Background: an optimization exercise with open tools, aiming at small area, a short achievable clock period and few clock cycles per item. Do not read the settings as production practice. At most, simulation tests tie the RTL to the original design; equivalence was not proved.

Setup of the previous run:
## cordic_vec_top
module cordic_vec_top (
    input  logic clk,
    input  logic rst_n,
    input  logic in_valid,
    output logic in_ready,
    input  logic signed [15:0] x_start,
    input  logic signed [15:0] y_start,
    output logic out_valid,
    input  logic out_ready,
    output logic signed [15:0] mag,
    output logic signed [31:0] theta
);
    logic k_v, o_v, adv;
    assign adv = ~k_v;
    logic rdy_q;
    assign in_ready = rdy_q;
    logic o_en;
    assign o_en = ~o_v | out_ready;
    logic [15:0] s0_x, s0_y;
    logic s0_v;
    logic [15:0] e_x, e_y;
    assign e_x = x_start;
    assign e_y = y_start;
    logic e_xn, e_yn, e_xz, e_yz, e_sf;
    assign e_xn = e_x[15]; assign e_yn = e_y[15];
    assign e_xz = (e_x == 16'd0); assign e_yz = (e_y == 16'd0);
    assign e_sf = (~e_xn & ~e_xz & ~e_yn) | (e_xn & (e_yn | e_yz));
    logic s0_cyn, s0_cxn, s0_d0;
    logic [1:0] s0_q;
    always_ff @(posedge clk) if (adv) begin
        s0_x <= e_x; s0_y <= e_y;
        s0_cyn <= ~e_sf ^ e_yn; s0_cxn <= e_sf ^ e_xn;
        s0_d0 <= (~e_xn & ~e_xz & e_yn) | (e_xn & ~e_yn & ~e_yz);
        s0_q <= e_xz ? {e_yn, 1'b1} : (e_xn ? 2'b10 : 2'b00);
    end
    logic xneg, yneg, xz, yz, sflip, cyn, cxn;
    assign xneg = s0_x[15]; assign yneg = s0_y[15];
    assign cyn = s0_cyn;
    assign cxn = s0_cxn;
    wire pxc_1;
    wire pxc_2;
    assign pxc_1 = (s0_x[0] ^ xneg) ^ (s0_y[0] ^ yneg);
    assign pxc_2 = (s0_x[0] ^ xneg) & (s0_y[0] ^ yneg);
    wire pxc_3;
    wire pxc_4;
    assign pxc_3 = (s0_x[1] ^ xneg) ^ (s0_y[1] ^ yneg);
    assign pxc_4 = (s0_x[1] ^ xneg) & (s0_y[1] ^ yneg);
    wire pxc_5;
    wire pxc_6;
    assign pxc_5 = (s0_x[2] ^ xneg) ^ (s0_y[2] ^ yneg);
    assign pxc_6 = (s0_x[2] ^ xneg) & (s0_y[2] ^ yneg);
    wire pxc_7;
    wire pxc_8;
    assign pxc_7 = (s0_x[3] ^ xneg) ^ (s0_y[3] ^ yneg);
    assign pxc_8 = (s0_x[3] ^ xneg) & (s0_y[3] ^ yneg);
    wire pxc_9;
    wire pxc_10;
    assign pxc_9 = (s0_x[4] ^ xneg) ^ (s0_y[4] ^ yneg);
    assign pxc_10 = (s0_x[4] ^ xneg) & (s0_y[4] ^ yneg);
    wire pxc_11;
    wire pxc_12;
    assign pxc_11 = (s0_x[5] ^ xneg) ^ (s0_y[5] ^ yneg);
    assign pxc_12 = (s0_x[5] ^ xneg) & (s0_y[5] ^ yneg);
    wire pxc_13;
    wire pxc_14;
    assign pxc_13 = (s0_x[6] ^ xneg) ^ (s0_y[6] ^ yneg);
    assign pxc_14 = (s0_x[6] ^ xneg) & (s0_y[6] ^ yneg);
  ...
clock: 9.0 ns
lec_check: 0
abc_clock_period_in_ps: 2000
cap_margin: 20
core_margin: 2
core_utilization: 40
cts_cluster_diameter: 80
cts_cluster_size: 20
setup_slack_margin: 5
slew_margin: 20
standard.sh (not shown) runs the stock make flow with config.mk's settings and CLKGATE_MAP_FILE= SYNTH_SCRIPT=/design/flow/synth_recipe.tcl, a recipe that flattens the netlist after the stock synthesis.
==> flow/flow/run.sh <==
#!/bin/bash
# Own flow: the standard synthesis and layout (standard.sh), but with the
# post-synthesis / post-CTS / post-route repair_timing aiming at a larger
# setup margin (the clock period and all constraints stay the design's).
set -euo pipefail
MARGIN=$(cat flow/margin.txt)
bash standard.sh synth > synth.log 2>&1
# same make command as standard.sh, with SETUP_SLACK_MARGIN raised
CMD=$(grep '^make ' standard.sh | sed -e 's/"\${@:-finish}"//' -e "s/SETUP_SLACK_MARGIN=[^ ]*//")
eval "$CMD SETUP_SLACK_MARGIN=$MARGIN finish" > layout.log 2>&1
RES=$(ls -d orfs/results/*/cordic_vec_top/base)
: # left out here: write the final layout as DEF
==> flow/flow/margin.txt <==
5.8
Testbench counts of the previous run, summed over its fixed seeds: cycles 16,136, items 16,000.
## Diff of input files: the current run against the previous run
--- a/flow/design.v
+++ b/flow/design.v
@@ -3,31 +3,30 @@
     input  logic rst_n,
     input  logic in_valid,
     output logic in_ready,
     input  logic signed [15:0] x_start,
     input  logic signed [15:0] y_start,
     output logic out_valid,
     input  logic out_ready,
     output logic signed [15:0] mag,
     output logic signed [31:0] theta
 );
-    logic k_v, o_v, adv;
-    assign adv = ~k_v;
-    logic rdy_q;
-    assign in_ready = rdy_q;
-    logic o_en;
-    assign o_en = ~o_v | out_ready;
+    logic i_v, o_v, adv;
+    assign adv = ~o_v | out_ready;
+    assign in_ready = ~i_v;
+    logic [15:0] i_x, i_y;
+    always_ff @(posedge clk) if (~i_v) begin i_x <= x_start; i_y <= y_start; end
     logic [15:0] s0_x, s0_y;
     logic s0_v;
     logic [15:0] e_x, e_y;
-    assign e_x = x_start;
-    assign e_y = y_start;
+    assign e_x = i_v ? i_x : x_start;
+    assign e_y = i_v ? i_y : y_start;
     logic e_xn, e_yn, e_xz, e_yz, e_sf;
     assign e_xn = e_x[15]; assign e_yn = e_y[15];
     assign e_xz = (e_x == 16'd0); assign e_yz = (e_y == 16'd0);
     assign e_sf = (~e_xn & ~e_xz & ~e_yn) | (e_xn & (e_yn | e_yz));
     logic s0_cyn, s0_cxn, s0_d0;
     logic [1:0] s0_q;
     always_ff @(posedge clk) if (adv) begin
         s0_x <= e_x; s0_y <= e_y;
         s0_cyn <= ~e_sf ^ e_yn; s0_cxn <= e_sf ^ e_xn;
         s0_d0 <= (~e_xn & ~e_xz & e_yn) | (e_xn & ~e_yn & ~e_yz);
@@ -3884,48 +3883,42 @@
             s6_v <= 1'b0;
             s7_v <= 1'b0;
             s8_v <= 1'b0;
             s9_v <= 1'b0;
             s10_v <= 1'b0;
             s11_v <= 1'b0;
             s12_v <= 1'b0;
             s13_v <= 1'b0;
             s14_v <= 1'b0;
             s15_v <= 1'b0;
-            k_v <= 1'b0;
-            rdy_q <= 1'b1;
+            i_v <= 1'b0;
             o_v <= 1'b0;
         end else begin
             if (adv) begin
-                s0_v <= in_valid;
+                s0_v <= i_v | in_valid;
                 s1_v <= s0_v;
                 s2_v <= s1_v;
                 s3_v <= s2_v;
                 s4_v <= s3_v;
                 s5_v <= s4_v;
                 s6_v <= s5_v;
                 s7_v <= s6_v;
                 s8_v <= s7_v;
                 s9_v <= s8_v;
                 s10_v <= s9_v;
                 s11_v <= s10_v;
                 s12_v <= s11_v;
                 s13_v <= s12_v;
                 s14_v <= s13_v;
                 s15_v <= s14_v;
+                o_v <= s15_v;
             end
-            k_v <= ~o_en & (k_v | s15_v);
-            rdy_q <= o_en | ~(k_v | s15_v);
-            if (o_en) o_v <= k_v | s15_v;
+            i_v <= ~adv & (i_v | in_valid);
         end
     end
-    logic [15:0] k_mag, o_mag;
-    logic [31:0] k_theta, o_theta;
-    always_ff @(posedge clk) if (adv) begin k_mag <= f_mag; k_theta <= f_theta; end
-    always_ff @(posedge clk) if (o_en) begin
-        o_mag <= k_v ? k_mag : f_mag;
-        o_theta <= k_v ? k_theta : f_theta;
-    end
+    logic [15:0] o_mag;
+    logic [31:0] o_theta;
+    always_ff @(posedge clk) if (adv) begin o_mag <= f_mag; o_theta <= f_theta; end
     assign out_valid = o_v;
     assign mag = o_mag;
     assign theta = o_theta;
 endmodule
==> comparison <==
- Compared with the previous run, the current run shows number of sequential cells in the layout that has gone down by a few percent.
- The current run vs. the previous run: number of global-route vias before repair went down.
- Cmp the current run and the previous run / count of clock tree sinks / lower: the current run
- Diff the previous run -> the current run | horizontal extent of the die | down slightly
- Summary of the current run over the previous run: delay of the slowest cell on the worst path increased by 30 ps relative to the old numbers; final worst-path setup slack decreased by 110 ps relative to the old numbers; first-iteration DRC count decreased by 224 relative to the old numbers.
The RTL of the current run was laid out without a check of its function.

==> what the ideal ports hide <==
In the flow no input, the clock included, has a driving cell. The finished layouts below were timed again as built, in two steps.
Step 1: set_driving_cell puts a clkbuf_16 on clk and a buf_2 on each other input, an assumption about the parent block.
Step 2 times the ports against the registers' clock, not the clock port: input delays grow and output delays shrink by t, the midpoint of the rising clock arrivals with the driver on.
Three values: ideal ports, drivers, drivers and shift; two values: the first two.
| run | t (ns) | setup slack, ns | latest minus earliest clock arrival (ns) |
|---|---|---|---|
| the previous run | 0.705 | 5.874 / 5.805 / 5.387 | 0.033 / 0.034 |
| the current run | 0.705 | 5.767 / 5.702 / 5.219 | 0.042 / 0.043 |
After both steps setup and hold are still met in every run listed. For the current run, which loses most, drivers alone change the setup slack by -0.065 ns; drivers and shift together by -0.548 ns.
